Source: an optimization exercise on an open RTL-to-GDS flow (aim: small area, a short achievable clock period and few clock cycles per item). Production flows keep margins and buffers that such runs may drop. At most, simulation tests tie the RTL to the original design; equivalence was not proved. Power is estimated from default activity; no workload was simulated.

==> module SQRTLOG, before the edit <==
module SQRTLOG #(parameter NBITS = 20, M = 10, N = 10)
              (input logic clock, reset,
               input logic [1:0] op,
               input logic [NBITS-1:0] data_in,
               output logic done,
               output logic [NBITS-1:0] data_out);
  logic [16:0] w;
  logic [9:0]  f;
  logic [4:0]  ext;
  logic [16:0] r;
  assign f   = w[9:0];
  assign ext = w[14:10];
  assign r   = w;
  logic [1:0]  pr;      
  logic [1:0]  opr;     
  logic [3:0]  cnt;     
  logic [19:0] n16, n8, n4, n2, n1;
  logic [4:0]  lz;
  always_comb begin
    lz[4] = ~|data_in[19:4];
    n16   = lz[4] ? {data_in[3:0], 16'd0} : data_in;
    lz[3] = ~|n16[19:12];
    n8    = lz[3] ? {n16[11:0], 8'd0} : n16;
    lz[2] = ~|n8[19:16];
    n4    = lz[2] ? {n8[15:0], 4'd0} : n8;
    lz[1] = ~|n4[19:18];
    n2    = lz[1] ? {n4[17:0], 2'd0} : n4;
    lz[0] = ~n2[19];
    n1    = lz[0] ? {n2[18:0], 1'b0} : n2;
  end
  logic [9:0] f0;
  assign f0 = n1[18:9];                         
  logic [24:0] a0;
  logic [13:0] t308, t710;
  always_comb begin
    case (lz)
      5'd0: begin t308 = 14'h0ad4; t710 = 14'h18f6; end
      5'd1: begin t308 = 14'h09a0; t710 = 14'h1630; end
      5'd2: begin t308 = 14'h086c; t710 = 14'h136a; end
      5'd3: begin t308 = 14'h0738; t710 = 14'h10a4; end
      5'd4: begin t308 = 14'h0604; t710 = 14'h0dde; end
      5'd5: begin t308 = 14'h04d0; t710 = 14'h0b18; end
      5'd6: begin t308 = 14'h039c; t710 = 14'h0852; end
      5'd7: begin t308 = 14'h0268; t710 = 14'h058c; end
      5'd8: begin t308 = 14'h0134; t710 = 14'h02c6; end
      5'd9: begin t308 = 14'h0000; t710 = 14'h0000; end
      5'd10: begin t308 = 14'h3ecc; t710 = 14'h3d3a; end
      5'd11: begin t308 = 14'h3d98; t710 = 14'h3a74; end
      5'd12: begin t308 = 14'h3c64; t710 = 14'h37ae; end
      5'd13: begin t308 = 14'h3b30; t710 = 14'h34e8; end
      5'd14: begin t308 = 14'h39fc; t710 = 14'h3222; end
      5'd15: begin t308 = 14'h38c8; t710 = 14'h2f5c; end
      5'd16: begin t308 = 14'h3794; t710 = 14'h2c96; end
      5'd17: begin t308 = 14'h3660; t710 = 14'h29d0; end
      5'd18: begin t308 = 14'h352c; t710 = 14'h270a; end
      5'd19: begin t308 = 14'h33f8; t710 = 14'h2444; end
      default: begin t308 = 'x; t710 = 'x; end
    endcase
    case (op)
      2'd2:    a0 = {{11{t308[13]}}, t308};
      2'd3:    a0 = {{11{t710[13]}}, t710};
      default: a0 = {15'($signed(6'sd9 - $signed({1'b0, lz}))), 10'd0};
    endcase
  end
  logic        podd, nz;
  logic [3:0]  top4, cur2;
  logic [4:0]  pos;
  logic [3:0]  cnt_sq0;
  logic [16:0] r0;
  logic [19:0] q0;
  assign podd    = ~lz[0];
  assign nz      = n1[19];
  assign top4    = podd ? {1'b1, f0[9:7]} : {2'b01, f0[9:8]};
  assign cur2    = {top4[3:2] - 2'd1, top4[1:0]};
  assign pos     = 5'd19 - lz;
  assign cnt_sq0 = 4'd3 + {1'b0, pos[4:2], pos[1]};
  always_comb begin
    if (!nz) begin
      r0 = '0; q0 = '0;
    end else if (cur2 >= 4'd5) begin
      r0 = {13'd0, cur2 - 4'd5}; q0 = 20'd3;
    end else begin
      r0 = {13'd0, cur2}; q0 = 20'd2;
    end
  end
  logic [16:0] rn;
  logic        qb;
  assign rn = {r[14:0], pr} + {data_out[14:0] ^ {15{~r[16]}}, 2'b11};
  assign qb = ~rn[16];
  logic [1:0] prn;
  always_comb begin
    prn = 2'b00;
    for (int j = 5; j < 15; j++)
      if (cnt == 4'(j + 1)) prn = data_in[2*j-9 -: 2];
  end
  logic [11:0] s;
  logic        b;
  logic [9:0]  fn;
  sqstep u_sq (.f(f), .s(s));
  assign b  = s[11] | s[10];
  assign fn = b ? {s[11], s[9:1]} : s[9:0];
  logic [24:0] acc, a2, a2k, an;
  logic [9:0]  kk;
  logic [10:0] c;
  logic [10:10] ic;
  assign kk  = (opr == 2'd2) ? 10'd308 : (opr == 2'd3) ? 10'd710 : 10'd0;
  assign acc = {ext, data_out};
  assign a2  = {acc[23:0], 1'b0};
  always_comb begin
    c[0] = 1'b0;
    for (int i = 0; i < 10; i++) begin
      a2k[i] = a2[i] ^ kk[i] ^ c[i];
      c[i+1] = kk[i] ? (a2[i] | c[i]) : (a2[i] & c[i]);
    end
    ic[10] = c[10] | (opr == 2'd1);
    for (int i = 10; i < 25; i++)
      a2k[i] = a2[i] ^ (ic[10] & (&(a2[24:10] | (15'h7fff << (i - 10)))));
  end
  assign an = b ? a2k : a2;
  always_ff @(posedge clock) begin
    if (reset) begin
      done <= (op != 2'd0) && (f0 == 10'd0);
      pr   <= podd ? f0[6:5] : f0[7:6];
      opr  <= op;
      if (op == 2'd0) begin
        w        <= r0;
        data_out <= q0;
        cnt      <= cnt_sq0;
      end else begin
        w        <= {2'b00, a0[24:20], f0};
        data_out <= a0[19:0];
        cnt      <= 4'd9;
      end
    end else begin
      cnt <= cnt - 4'd1;
      pr  <= prn;
      if (opr == 2'd0)
        w <= rn;
      else
        w <= {2'b00, an[24:20], fn};
      if (!done) begin
        if (cnt == 4'd0) done <= 1'b1;
        if (opr == 2'd0)
          data_out <= {data_out[18:0], qb};
        else if (cnt == 4'd0)
          data_out <= {{5{an[24]}}, an[24:10]};
        else
          data_out <= an[19:0];
      end
    end
  end
endmodule
Settings: LEC_CHECK=0, CAP_MARGIN=20, CORE_MARGIN=2, CORE_UTILIZATION=40, SETUP_SLACK_MARGIN=4, SLEW_MARGIN=20; clock period 8.0 ns.
run.sh (not shown) runs the stock make flow with config.mk's settings and CLKGATE_MAP_FILE= SYNTH_SCRIPT=/design/flow/synth_recipe.tcl, a recipe that flattens the netlist after the stock synthesis.
Testbench counts at the start, summed over its fixed seeds: cycles 19,259, ops 1,920.
Edit:
--- a/flow/design.v
+++ b/flow/design.v
@@ -63,30 +63,17 @@
     endcase
   end
   logic        podd, nz;
-  logic [3:0]  top4, cur2;
-  logic [4:0]  pos;
   logic [3:0]  cnt_sq0;
-  logic [16:0] r0;
-  logic [19:0] q0;
   assign podd    = ~lz[0];
   assign nz      = n1[19];
-  assign top4    = podd ? {1'b1, f0[9:7]} : {2'b01, f0[9:8]};
-  assign cur2    = {top4[3:2] - 2'd1, top4[1:0]};
+  logic [4:0]  pos;
   assign pos     = 5'd19 - lz;
-  assign cnt_sq0 = 4'd3 + {1'b0, pos[4:2], pos[1]};
-  always_comb begin
-    if (!nz) begin
-      r0 = '0; q0 = '0;
-    end else if (cur2 >= 4'd5) begin
-      r0 = {13'd0, cur2 - 4'd5}; q0 = 20'd3;
-    end else begin
-      r0 = {13'd0, cur2}; q0 = 20'd2;
-    end
-  end
-  logic [16:0] rn;
+  assign cnt_sq0 = 4'd4 + {1'b0, pos[4:2], pos[1]};
+  logic [18:0] cur, diff;
   logic        qb;
-  assign rn = {r[14:0], pr} + {data_out[14:0] ^ {15{~r[16]}}, 2'b11};
-  assign qb = ~rn[16];
+  assign cur  = {r, pr};
+  assign diff = cur - {data_out[16:0], 2'b01};
+  assign qb   = ~diff[18];
   logic [1:0] prn;
   always_comb begin
     prn = 2'b00;
@@ -120,11 +107,11 @@
   always_ff @(posedge clock) begin
     if (reset) begin
       done <= (op != 2'd0) && (f0 == 10'd0);
-      pr   <= podd ? f0[6:5] : f0[7:6];
+      pr   <= podd ? f0[8:7] : f0[9:8];
       opr  <= op;
       if (op == 2'd0) begin
-        w        <= r0;
-        data_out <= q0;
+        w        <= podd ? {15'd0, f0[9], ~f0[9]} : 17'd0;
+        data_out <= {19'd0, nz};
         cnt      <= cnt_sq0;
       end else begin
         w        <= {2'b00, a0[24:20], f0};
@@ -135,7 +122,7 @@
       cnt <= cnt - 4'd1;
       pr  <= prn;
       if (opr == 2'd0)
-        w <= rn;
+        w <= qb ? diff[16:0] : cur[16:0];
       else
         w <= {2'b00, an[24:20], fn};
       if (!done) begin
What happened: Total power is lower by 14%; synthesized area fell by 1.2%; routed wire length shrinks by 1.4%; non-clock buffer count drops by 19; hold slack hardly moves; cell count came out lower by 2.8%; final area shrinks by 2.3%; combinational power shrinks by 15%; sequential power shrinks by 6.6%; maximum frequency hardly moves; clock-buffer cell count is unchanged; register-to-register slack barely changes; global-route usage is about the same; setup slack improves by 3.8 ps.
For the second run of this note, only the layout was checked, not whether the RTL still works.

Another version of the RTL of SQRTLOG (not shown whole).
Size in the first run: roughly 1100 cells after synthesis, ~45 flip-flops, ~45 I/O pins.
==> module SQRTLOG, before the edit <==
module SQRTLOG #(parameter NBITS = 20, M = 10, N = 10)
              (input logic clock, reset,
               input logic [1:0] op,
               input logic [NBITS-1:0] data_in,
               output logic done,
               output logic [NBITS-1:0] data_out);
  logic [16:0] w;
  logic [9:0]  f;
  logic [4:0]  ext;
  logic [16:0] r;
  assign f   = w[9:0];
  assign ext = w[14:10];
  assign r   = w;
  logic [1:0]  pr;      
  logic [1:0]  opr;     
  logic [3:0]  cnt;     
  logic [19:0] n16, n8, n4, n2, n1;
  logic [4:0]  lz;
  always_comb begin
    lz[4] = ~|data_in[19:4];
    n16   = lz[4] ? {data_in[3:0], 16'd0} : data_in;
    lz[3] = ~|n16[19:12];
    n8    = lz[3] ? {n16[11:0], 8'd0} : n16;
    lz[2] = ~|n8[19:16];
    n4    = lz[2] ? {n8[15:0], 4'd0} : n8;
    lz[1] = ~|n4[19:18];
    n2    = lz[1] ? {n4[17:0], 2'd0} : n4;
    lz[0] = ~n2[19];
    n1    = lz[0] ? {n2[18:0], 1'b0} : n2;
  end
  logic [9:0] f0;
  assign f0 = n1[18:9];                         
  logic [4:0] lzp;
  always_comb begin
    lzp = 5'd31;
    for (int i = 0; i < 20; i++)
      if (data_in[i]) lzp = 5'(19 - i);
  end
  logic [24:0] a0;
  logic [13:0] t308, t710;
  logic [14:0] te;
  always_comb begin
    case (lzp)
      5'd0: begin te = 15'h0009; t308 = 14'h0ad4; t710 = 14'h18f6; end
      5'd1: begin te = 15'h0008; t308 = 14'h09a0; t710 = 14'h1630; end
      5'd2: begin te = 15'h0007; t308 = 14'h086c; t710 = 14'h136a; end
      5'd3: begin te = 15'h0006; t308 = 14'h0738; t710 = 14'h10a4; end
      5'd4: begin te = 15'h0005; t308 = 14'h0604; t710 = 14'h0dde; end
      5'd5: begin te = 15'h0004; t308 = 14'h04d0; t710 = 14'h0b18; end
      5'd6: begin te = 15'h0003; t308 = 14'h039c; t710 = 14'h0852; end
      5'd7: begin te = 15'h0002; t308 = 14'h0268; t710 = 14'h058c; end
      5'd8: begin te = 15'h0001; t308 = 14'h0134; t710 = 14'h02c6; end
      5'd9: begin te = 15'h0000; t308 = 14'h0000; t710 = 14'h0000; end
      5'd10: begin te = 15'h7fff; t308 = 14'h3ecc; t710 = 14'h3d3a; end
      5'd11: begin te = 15'h7ffe; t308 = 14'h3d98; t710 = 14'h3a74; end
      5'd12: begin te = 15'h7ffd; t308 = 14'h3c64; t710 = 14'h37ae; end
      5'd13: begin te = 15'h7ffc; t308 = 14'h3b30; t710 = 14'h34e8; end
      5'd14: begin te = 15'h7ffb; t308 = 14'h39fc; t710 = 14'h3222; end
      5'd15: begin te = 15'h7ffa; t308 = 14'h38c8; t710 = 14'h2f5c; end
      5'd16: begin te = 15'h7ff9; t308 = 14'h3794; t710 = 14'h2c96; end
      5'd17: begin te = 15'h7ff8; t308 = 14'h3660; t710 = 14'h29d0; end
      5'd18: begin te = 15'h7ff7; t308 = 14'h352c; t710 = 14'h270a; end
      5'd19: begin te = 15'h7ff6; t308 = 14'h33f8; t710 = 14'h2444; end
      default: begin te = 'x; t308 = 'x; t710 = 'x; end
    endcase
    case (op)
      2'd2:    a0 = {{11{t308[13]}}, t308};
      2'd3:    a0 = {{11{t710[13]}}, t710};
      default: a0 = {te, 10'd0};
    endcase
  end
  logic [3:0]  top4;
  logic [1:0]  pr0;
  logic [3:0]  cnt_sq0;
  logic [16:0] r0;
  logic [19:0] q0;
  logic        nz;
  assign top4    = n2[19:16];
  assign pr0     = n2[15:14];
  assign cnt_sq0 = 4'd12 - {1'b0, lz[4:2], lz[1]};
  assign nz      = |n2[19:18];
  logic [4:0] rq;
  always_comb begin
    case (top4)
      4'd0: rq = 5'bxxxxx;
      4'd1: rq = 5'bxxxxx;
      4'd2: rq = 5'bxxxxx;
      4'd3: rq = 5'bxxxxx;
      4'd4: rq = 5'd0;
      4'd5: rq = 5'd2;
      4'd6: rq = 5'd4;
      4'd7: rq = 5'd6;
      4'd8: rq = 5'd8;
      4'd9: rq = 5'd1;
      4'd10: rq = 5'd3;
      4'd11: rq = 5'd5;
      4'd12: rq = 5'd7;
      4'd13: rq = 5'd9;
      4'd14: rq = 5'd11;
      4'd15: rq = 5'd13;
    endcase
    r0 = nz ? {13'd0, rq[4:1]} : 17'd0;
    q0 = nz ? {18'd0, 1'b1, rq[0]} : 20'd0;
  end
  logic [16:0] rn;
  logic        qb;
  assign rn = {r[14:0], pr} + {data_out[14:0] ^ {15{~r[16]}}, 2'b11};
  assign qb = ~rn[16];
  logic [1:0] prn;
  always_comb begin
    prn = 2'b00;
    for (int j = 5; j < 15; j++)
      if (cnt == 4'(j + 1)) prn = data_in[2*j-9 -: 2];
  end
  logic        b, b0;
  logic [11:0] s;
  logic [9:0]  fn;
  assign b  = f >= 10'd425;
  assign b0 = b ? (f >= 10'd699) : (f >= 10'd195);
  sqstep u_sq (.f(f), .s(s));
  assign fn = b ? {s[11], s[9:1]} : s[9:0];
  logic [9:0] kk;
  logic       k10;
  assign kk  = (opr == 2'd2) ? 10'd308 : (opr == 2'd3) ? 10'd710 : 10'd0;
  assign k10 = (opr == 2'd1);
  function automatic logic [24:0] addk(input logic [24:0] a);
    logic [10:0] c;
    logic        ci;
    logic [24:0] y;
    c[0] = 1'b0;
    for (int i = 0; i < 10; i++) begin
      y[i]   = a[i] ^ kk[i] ^ c[i];
      c[i+1] = kk[i] ? (a[i] | c[i]) : (a[i] & c[i]);
    end
    ci = c[10] | k10;
    for (int i = 10; i < 25; i++)
      y[i] = a[i] ^ (ci & (&(a[24:10] | (15'h7fff << (i - 10)))));
    addk = y;
  endfunction
  logic [24:0] a2, an, a4, af;
  assign a2 = {ext[3:0], data_out, 1'b0};
  assign an = b ? addk(a2) : a2;
  assign a4 = {an[23:0], 1'b0};
  assign af = b0 ? addk(a4) : a4;
  always_ff @(posedge clock) begin
    if (reset) begin
      done <= (op != 2'd0) && (f0 == 10'd0);
      pr   <= pr0;
      opr  <= op;
      if (op == 2'd0) begin
        w        <= r0;
        data_out <= q0;
        cnt      <= cnt_sq0;
      end else begin
        w        <= {2'b00, a0[24:20], f0};
        data_out <= a0[19:0];
        cnt      <= 4'd8;
      end
    end else begin
      cnt <= cnt - 4'd1;
      pr  <= prn;
      if (opr == 2'd0)
        w <= rn;
      else
        w <= {2'b00, an[24:20], fn};
      if (!done) begin
        if (cnt == 4'd0) done <= 1'b1;
        if (opr == 2'd0)
          data_out <= {data_out[18:0], qb};
        else if (cnt == 4'd0)
          data_out <= {{5{af[24]}}, af[24:10]};
        else
          data_out <= an[19:0];
      end
    end
  end
endmodule
clock: 8.0 ns
lec_check: 0
cap_margin: 20
core_margin: 2
core_utilization: 40
setup_slack_margin: 3.5
slew_margin: 20
tns_end_percent: 10
Testbench counts at the start, summed over its fixed seeds: cycles 17,952, ops 1,920.
Edit:
--- a/flow/design.v
+++ b/flow/design.v
@@ -67,20 +67,28 @@
       2'd2:    a0 = {{11{t308[13]}}, t308};
       2'd3:    a0 = {{11{t710[13]}}, t710};
       default: a0 = {te, 10'd0};
     endcase
   end
+  logic [21:0] dx;
   logic [3:0]  top4;
   logic [1:0]  pr0;
   logic [3:0]  cnt_sq0;
   logic [16:0] r0;
   logic [19:0] q0;
   logic        nz;
-  assign top4    = n2[19:16];
-  assign pr0     = n2[15:14];
-  assign cnt_sq0 = 4'd12 - {1'b0, lz[4:2], lz[1]};
-  assign nz      = |n2[19:18];
+  assign dx = {data_in, 2'b00};                 
+  always_comb begin
+    top4 = '0; pr0 = '0; cnt_sq0 = 4'd3;
+    for (int k = 0; k < 10; k++)
+      if (data_in[2*k+1 -: 2] != 2'b00) begin
+        top4    = dx[2*k+3 -: 4];
+        pr0     = (k >= 2) ? dx[2*k-1 -: 2] : 2'b00;
+        cnt_sq0 = 4'(3 + k);
+      end
+  end
+  assign nz   = |data_in;
   logic [4:0] rq;
   always_comb begin
     case (top4)
       4'd0: rq = 5'bxxxxx;
       4'd1: rq = 5'bxxxxx;
After rerunning: Combinational power is about the same; routed wire length is higher by a few percent; design area grows slightly; first-iteration DRC count goes up by about a fifth; clock-buffer cell count went down by 2; sequential share of layout area stays flat; global-route usage is higher by 1.7 points; fmax hardly moves; utilization decreases by 1.2 points; die area rose by a few percent; sequential cell count stays the same.
Testbench counts after the change, summed over its fixed seeds: cycles 17,952, ops 1,920.

-- afterwards: timing with drivers on the ports --
The flow's constraints put no driver on any port. The routed layouts listed below were extracted and timed again, unchanged, in two steps.
Step 1 (the two cells are an assumption about what drives the block):
set clk [get_ports {clock}]
set_driving_cell -lib_cell sky130_fd_sc_hd__clkbuf_16 $clk
set_driving_cell -lib_cell sky130_fd_sc_hd__buf_2 [delete_from_list [all_inputs] $clk]
Step 2, shift: input delay + t, output delay - t, t = (earliest + latest rising clock arrival at the registers) / 2. This alone moves slack from input paths to output paths.
a / b / c = ideal ports / drivers / drivers and shift; a / b = the first two.
| run | t, ns | slack for setup (ns) | worst data-port slew with drivers (ns) |
|---|---|---|---|
| the first run of note 1 | 0.334 | 3.347 / 3.347 / 3.130 | 0.06 |
| the second run of note 1 | 0.344 | 3.351 / 3.351 / 3.120 | 0.05 |
| the first run of note 2 | 0.341 | 3.553 / 3.575 / 3.234 | 0.03 |
| the second run of note 2 | 0.343 | 3.554 / 3.554 / 3.306 | 0.03 |
After both steps every run listed still meets setup and hold. For the first run of note 2, which loses most, drivers alone change the setup slack by +0.022 ns; drivers and shift together by -0.319 ns.
